This design comes from an exercise in tuning for small area and a short achievable clock period on the open sky130 flow, not from production work.
Only simulation tests tie the RTL to the original design; equivalence was not proved.
Power figures rest on the tool's default switching activity, not on a simulated workload.

==> flow/design.v <==
module add64 (input  logic [63:0] a, b,
              input  logic cin,
              output logic [63:0] y);
	logic [63:0] x, g0;
	logic [6:0][63:0] G, P;    
	logic [63:0] c;
	add_pg PG (.a(a), .b(b), .cin(cin), .g(g0), .x(x));
	genvar l, i;
	generate
		for (i = 0; i < 64; i++) begin : g_l1
			if (i % 2 == 1) begin : g_odd
				if (i >= 3) begin : g_gp
					add_gp C (.g(g0[i]), .p(x[i]), .gl(g0[i-1]), .pl(x[i-1]), .go(G[1][i]), .po(P[1][i]));
				end else begin : g_g
					add_g  C (.g(g0[i]), .p(x[i]), .gl(g0[i-1]), .go(G[1][i]));
					assign P[1][i] = 1'b0;
				end
			end else begin : g_even
				assign G[1][i] = 1'b0;
				assign P[1][i] = 1'b0;
			end
		end
		for (l = 2; l <= 6; l++) begin : g_lvl
			for (i = 0; i < 64; i++) begin : g_bit
				if (i % 2 == 1 && i >= (1 << (l-1))) begin : g_op
					if (i - (1 << l) + 1 > 0) begin : g_gp
						add_gp C (.g(G[l-1][i]), .p(P[l-1][i]), .gl(G[l-1][i-(1 << (l-1))]),
						          .pl(P[l-1][i-(1 << (l-1))]), .go(G[l][i]), .po(P[l][i]));
					end else begin : g_g
						add_g  C (.g(G[l-1][i]), .p(P[l-1][i]), .gl(G[l-1][i-(1 << (l-1))]), .go(G[l][i]));
						assign P[l][i] = 1'b0;
					end
				end else begin : g_pass
					assign G[l][i] = G[l-1][i];
					assign P[l][i] = P[l-1][i];
				end
			end
		end
		assign c[0] = cin;
		assign c[1] = g0[0];
		for (i = 1; i < 63; i++) begin : g_l7
			if (i % 2 == 0) begin : g_even
				add_g C (.g(g0[i]), .p(x[i]), .gl(G[6][i-1]), .go(c[i+1]));
			end else begin : g_odd
				assign c[i+1] = G[6][i];
			end
		end
	endgenerate
	add_sum SUM (.x(x), .c(c), .y(y));
endmodule
module add_pg (input  logic [63:0] a, b,
               input  logic cin,
               output logic [63:0] g, x);
	assign x = a ^ b;
	assign g = {a[63:1] & b[63:1], (a[0] & b[0]) | ((a[0] ^ b[0]) & cin)};
endmodule
module add_gp (input logic g, p, gl, pl, output logic go, po);
	assign go = g | (p & gl);
	assign po = p & pl;
endmodule
module add_g (input logic g, p, gl, output logic go);
	assign go = g | (p & gl);
endmodule
module add_sum (input  logic [63:0] x, c,
                output logic [63:0] y);
	assign y = x ^ c;
endmodule
module regfile #(parameter N=64)
					(input  logic clk,
					 input  logic [30:0] we,
					 input  logic [N-1:0] wd,
					 input  logic [30:0] sel1, sel2,
					 input  logic byp1, byp2,
					 output logic [N-1:0] rd1, rd2);
	logic [N-1:0] registers [0:30];
	logic [63:0]  sq [0:1];        
	rf_selreg SA (.clk(clk), .d({byp2, sel2, byp1, sel1}), .q(sq[0]));
	rf_selreg SB (.clk(clk), .d({byp2, sel2, byp1, sel1}), .q(sq[1]));
	genvar k, b;
	generate
		for (k = 0; k < 31; k++) begin : g_reg
			logic          wen;
			logic [N-1:0]  d;
			assign wen = ~we[k];
			for (b = 0; b < N; b++) begin : g_bit
				rf_hold H (.we(we[k]), .wen(wen), .wd(wd[b]), .q(registers[k][b]), .d(d[b]));
			end
			always_ff @(posedge clk)
				registers[k] <= d;
		end
		for (b = 0; b < N; b++) begin : g_bit
			logic [31:0] d;
			for (k = 0; k < 31; k++) begin : g_d
				assign d[k] = registers[k][b];
			end
			assign d[31] = wd[b];
			rf_read P1 (.s(sq[b / 32][31:0]),  .d(d), .y(rd1[b]));
			rf_read P2 (.s(sq[b / 32][63:32]), .d(d), .y(rd2[b]));
		end
	endgenerate
endmodule
module rf_read (input  logic [31:0] s, d,
                output logic y);
	logic [10:0] t;
	genvar j;
	generate
		for (j = 0; j < 10; j++) begin : g_t
			rf_aoi222 A (.a1(s[3*j]),   .a2(d[3*j]),
			             .b1(s[3*j+1]), .b2(d[3*j+1]),
			             .c1(s[3*j+2]), .c2(d[3*j+2]), .y(t[j]));
		end
	endgenerate
	assign t[10] = ~((s[30] & d[30]) | (s[31] & d[31]));
	assign y = ~&t;
endmodule
module rf_selreg (input logic clk, input logic [63:0] d, output logic [63:0] q);
	always_ff @(posedge clk)
		q <= d;
endmodule
module rf_hold (input logic we, wen, wd, q, output logic d);
	assign d = (we & wd) | (wen & q);
endmodule
module rf_aoi222 (input logic a1, a2, b1, b2, c1, c2, output logic y);
	assign y = ~((a1 & a2) | (b1 & b2) | (c1 & c2));
endmodule
module processor_arm #(parameter N = 64)
							(input logic CLOCK_50, reset,
							output logic [N-1:0] IM_addr,
							input  logic [31:0] IM_readData,
							output logic [N-1:0] DM_writeData, DM_addr,
							output logic DM_writeEnable, DM_readEnable,
							input  logic [N-1:0] DM_readData);
	logic clk;
	assign clk = CLOCK_50;
	logic [63:0] pc_q;
	logic        d_ldur, d_stur, d_cbz, d_add, d_sub, d_and, d_orr, d_movz;
	logic [23:0] d_ins;       
	logic [63:0] d_pc;
	logic        e_memRead, e_memWrite, e_branch, e_regWrite;
	logic        e_cin;
	logic [63:0] e_a, e_b, e_s;
	logic [4:0]  e_rd;
	logic        m_memRead, m_memWrite, m_branch, m_regWrite;
	logic        m_zero;
	logic [63:0] m_res, m_s;
	logic [4:0]  m_rd;
	logic [30:0] w_we;        
	logic [63:0] w_wd;
	logic        pcsrc;
	logic [63:0] pc_next;
	assign pcsrc   = m_branch & m_zero;
	assign pc_next = pcsrc ? m_res : pc_q + 64'd4;
	always_ff @(posedge clk, posedge reset)
		if (reset) pc_q <= '0;
		else       pc_q <= pc_next;
	assign IM_addr = pc_q;
	logic [10:0] op;
	logic f_ldur, f_stur, f_cbz, f_add, f_sub, f_and, f_orr, f_movz;
	assign op     = IM_readData[31:21];
	assign f_ldur = (op == 11'b111_1100_0010);
	assign f_stur = (op == 11'b111_1100_0000);
	assign f_cbz  = (op[10:3] == 8'b101_1010_0);
	assign f_add  = (op == 11'b100_0101_1000);
	assign f_sub  = (op == 11'b110_0101_1000);
	assign f_and  = (op == 11'b100_0101_0000);
	assign f_orr  = (op == 11'b101_0101_0000);
	assign f_movz = (op[10:2] == 9'b110_1001_01);
	logic [4:0] f_rn, f_rm2;
	logic       f_hit1, f_hit2, f_noa;
	assign f_rn   = IM_readData[9:5];
	assign f_rm2  = IM_readData[28] ? IM_readData[4:0] : IM_readData[20:16];
	assign f_hit1 = m_regWrite & (f_rn  == m_rd) & (f_rn  != 5'd31);
	assign f_hit2 = m_regWrite & (f_rm2 == m_rd) & (f_rm2 != 5'd31);
	assign f_noa  = f_cbz | f_movz;
	always_ff @(posedge clk, posedge reset)
		if (reset) begin
			d_ldur <= 1'b0; d_stur <= 1'b0; d_cbz <= 1'b0; d_add <= 1'b0;
			d_sub  <= 1'b0; d_and  <= 1'b0; d_orr <= 1'b0; d_movz <= 1'b0;
		end else begin
			d_ldur <= f_ldur; d_stur <= f_stur; d_cbz <= f_cbz; d_add <= f_add;
			d_sub  <= f_sub;  d_and  <= f_and;  d_orr <= f_orr; d_movz <= f_movz;
		end
	logic [30:0] f_sel1, f_sel2;
	always_comb
		for (int k = 0; k < 31; k++) begin
			f_sel1[k] = (f_rn  == k) & ~f_hit1 & ~f_noa;
			f_sel2[k] = (f_rm2 == k) & ~f_hit2;
		end
	always_ff @(posedge clk) begin
		d_ins  <= IM_readData[23:0];
		d_pc   <= pc_q;
	end
	logic [63:0] rd1, rd2;
	logic        d_we;
	regfile RF (.clk(clk), .we(w_we), .wd(w_wd),
	            .sel1(f_sel1), .byp1(f_hit1 & ~f_noa), .sel2(f_sel2), .byp2(f_hit2),
	            .rd1(rd1), .rd2(rd2));
	logic [63:0] imm9, imm19, immz, immb, a_d, b_d;
	assign imm9  = {{55{d_ins[20]}}, d_ins[20:12]};
	assign imm19 = {{43{d_ins[23]}}, d_ins[23:5], 2'b00};
	assign immz  = {48'b0, d_ins[20:5]} << {d_ins[22:21], 4'b0000};
	assign immb  = ({64{d_ldur | d_stur}} & imm9) |
	               ({64{d_cbz}} & imm19) |
	               ({64{d_movz}} & immz);
	assign a_d = ({64{~(d_and | d_orr)}} & rd1) | ({64{d_cbz}} & d_pc);
	assign b_d = ((rd2 ^ {64{d_sub}}) & {64{d_add | d_sub}}) |
	             ({64{d_and}} & rd1 & rd2) |
	             ({64{d_orr}} & (rd1 | rd2)) | immb;
	assign d_we = d_ldur | d_add | d_sub | d_and | d_orr | d_movz;
	always_ff @(posedge clk, posedge reset)
		if (reset) begin
			e_memRead <= 1'b0; e_memWrite <= 1'b0; e_branch <= 1'b0;
			e_regWrite <= 1'b0;
		end else begin
			e_memRead <= d_ldur; e_memWrite <= d_stur; e_branch <= d_cbz;
			e_regWrite <= d_we;
		end
	always_ff @(posedge clk) begin
		e_cin <= d_sub;
		e_a   <= a_d;
		e_b   <= b_d;
		e_s   <= rd2;
		e_rd  <= d_ins[4:0];
	end
	logic [63:0] res;
	add64 ALU (.a(e_a), .b(e_b), .cin(e_cin), .y(res));
	always_ff @(posedge clk, posedge reset)
		if (reset) begin
			m_memRead <= 1'b0; m_memWrite <= 1'b0; m_branch <= 1'b0;
			m_regWrite <= 1'b0;
		end else begin
			m_memRead <= e_memRead; m_memWrite <= e_memWrite; m_branch <= e_branch;
			m_regWrite <= e_regWrite;
		end
	always_ff @(posedge clk) begin
		m_zero <= (e_s == 64'd0);
		m_res  <= res;
		m_s    <= e_s;
		m_rd   <= e_rd;
	end
	assign DM_addr        = m_res;
	assign DM_writeData   = m_s;
	assign DM_writeEnable = m_memWrite;
	assign DM_readEnable  = m_memRead;
	logic [30:0] m_we;
	always_comb
		for (int k = 0; k < 31; k++)
			m_we[k] = m_regWrite & (m_rd == k);
	always_ff @(posedge clk, posedge reset)
		if (reset) w_we <= '0;
		else       w_we <= m_we;
	logic e_ld, m_ld;
	always_ff @(posedge clk) begin
		e_ld <= d_ldur;
		m_ld <= e_ld;
	end
	always_ff @(posedge clk)
		w_wd <= m_ld ? DM_readData : m_res;
endmodule
export LEC_CHECK = 0
export CAP_MARGIN = 20
export CORE_MARGIN = 2
export CORE_UTILIZATION = 60
export CTS_CLUSTER_DIAMETER = 100
export CTS_CLUSTER_SIZE = 25
export PLACE_DENSITY = 0.7
export SLEW_MARGIN = 20
export SYNTH_HIERARCHICAL = 1
create_clock -name core_clock -period 9.0 [get_ports {CLOCK_50}]
standard.sh (not shown) runs the stock make flow with config.mk's settings and CLKGATE_MAP_FILE= SYNTH_SCRIPT=/design/flow/synth_recipe.tcl, a recipe that flattens the netlist after the stock synthesis.
==> flow/flow/run.sh <==
#!/bin/bash
# Layout flow: the standard flow (standard.sh, unchanged synthesis) with
#  - setup repair aimed below the clock period, so that the layout's achieved
#    period is as short as the design allows;
#  - every input and output port buffered by a buf_2 (resized later as
#    timing needs) instead of the default port buffer.
# make's full output goes to flow_make.log; ORFS keeps each step's log under
# orfs/logs/.
set -euo pipefail
bash standard.sh SETUP_SLACK_MARGIN=6.0 \
	"BUFFER_PORTS_ARGS=-buffer_cell sky130_fd_sc_hd__buf_2" \
	finish > flow_make.log 2>&1
Then changed:
--- a/flow/design.v
+++ b/flow/design.v
@@ -145,4 +145,5 @@
 	logic [63:0] m_res, m_s;
 	logic [4:0]  m_rd;
+	logic [30:0] m_we;        
 	logic [30:0] w_we;        
 	logic [63:0] w_wd;
@@ -166,11 +167,22 @@
 	assign f_orr  = (op == 11'b101_0101_0000);
 	assign f_movz = (op[10:2] == 9'b110_1001_01);
-	logic [4:0] f_rn, f_rm2;
-	logic       f_hit1, f_hit2, f_noa;
-	assign f_rn   = IM_readData[9:5];
-	assign f_rm2  = IM_readData[28] ? IM_readData[4:0] : IM_readData[20:16];
-	assign f_hit1 = m_regWrite & (f_rn  == m_rd) & (f_rn  != 5'd31);
-	assign f_hit2 = m_regWrite & (f_rm2 == m_rd) & (f_rm2 != 5'd31);
+	logic [31:0] f_dn, f_dm, f_dt;
+	logic [30:0] f_sel1, f_sel2;
+	logic        f_hit1, f_hit2, f_noa;
+	always_comb
+		for (int k = 0; k < 32; k++) begin
+			f_dn[k] = (IM_readData[9:5]   == k);
+			f_dm[k] = (IM_readData[20:16] == k);
+			f_dt[k] = (IM_readData[4:0]   == k);
+		end
 	assign f_noa  = f_cbz | f_movz;
+	always_comb begin
+		for (int k = 0; k < 31; k++) begin
+			f_sel1[k] = f_dn[k] & ~m_we[k] & ~f_noa;
+			f_sel2[k] = (IM_readData[28] ? f_dt[k] : f_dm[k]) & ~m_we[k];
+		end
+		f_hit1 = |(f_dn[30:0] & m_we) & ~f_noa;
+		f_hit2 = |((IM_readData[28] ? f_dt[30:0] : f_dm[30:0]) & m_we);
+	end
 	always_ff @(posedge clk, posedge reset)
 		if (reset) begin
@@ -181,10 +193,4 @@
 			d_sub  <= f_sub;  d_and  <= f_and;  d_orr <= f_orr; d_movz <= f_movz;
 		end
-	logic [30:0] f_sel1, f_sel2;
-	always_comb
-		for (int k = 0; k < 31; k++) begin
-			f_sel1[k] = (f_rn  == k) & ~f_hit1 & ~f_noa;
-			f_sel2[k] = (f_rm2 == k) & ~f_hit2;
-		end
 	always_ff @(posedge clk) begin
 		d_ins  <= IM_readData[23:0];
@@ -194,5 +200,5 @@
 	logic        d_we;
 	regfile RF (.clk(clk), .we(w_we), .wd(w_wd),
-	            .sel1(f_sel1), .byp1(f_hit1 & ~f_noa), .sel2(f_sel2), .byp2(f_hit2),
+	            .sel1(f_sel1), .byp1(f_hit1), .sel2(f_sel2), .byp2(f_hit2),
 	            .rd1(rd1), .rd2(rd2));
 	logic [63:0] imm9, imm19, immz, immb, a_d, b_d;
@@ -243,5 +249,4 @@
 	assign DM_writeEnable = m_memWrite;
 	assign DM_readEnable  = m_memRead;
-	logic [30:0] m_we;
 	always_comb
 		for (int k = 0; k < 31; k++)
Outcome: The changed run finished clean; design area went up by about 0.7%; hold slack gets worse by 0.0093 ns; worst setup slack gets better by 0.081 ns; sequential cell count is unchanged; sequential power barely changes; clock skew went up by 0.0088 ns; sequential share of layout area went down by 0.37 points.

-- port drivers added, routing unchanged --
In the flow no input, the clock included, has a driving cell. The finished layouts below were timed again as built, in two steps.
Step 1, drivers: a clkbuf_16 drives CLOCK_50 and a buf_2 each remaining input, both assumed.
Step 2 also shifts input and output timing later by t, the mid clock arrival at the registers, as if the neighbouring blocks saw the same clock.
a / b / c = no drivers / after step 1 / after step 2; a / b = the first two.
| run | t, ns | setup slack, ns | clock arrival spread, ns | worst slew at a driven data input, ns |
|---|---|---|---|---|
| the first run | 0.917 | 5.729 / 5.632 / 5.243 | 0.039 / 0.039 | 0.17 |
| the second run | 0.911 | 5.810 / 5.718 / 5.073 | 0.045 / 0.044 | 0.19 |
After both steps every run listed still meets setup and hold. For the second run, which loses most, drivers alone change the setup slack by -0.092 ns; drivers and shift together by -0.737 ns.
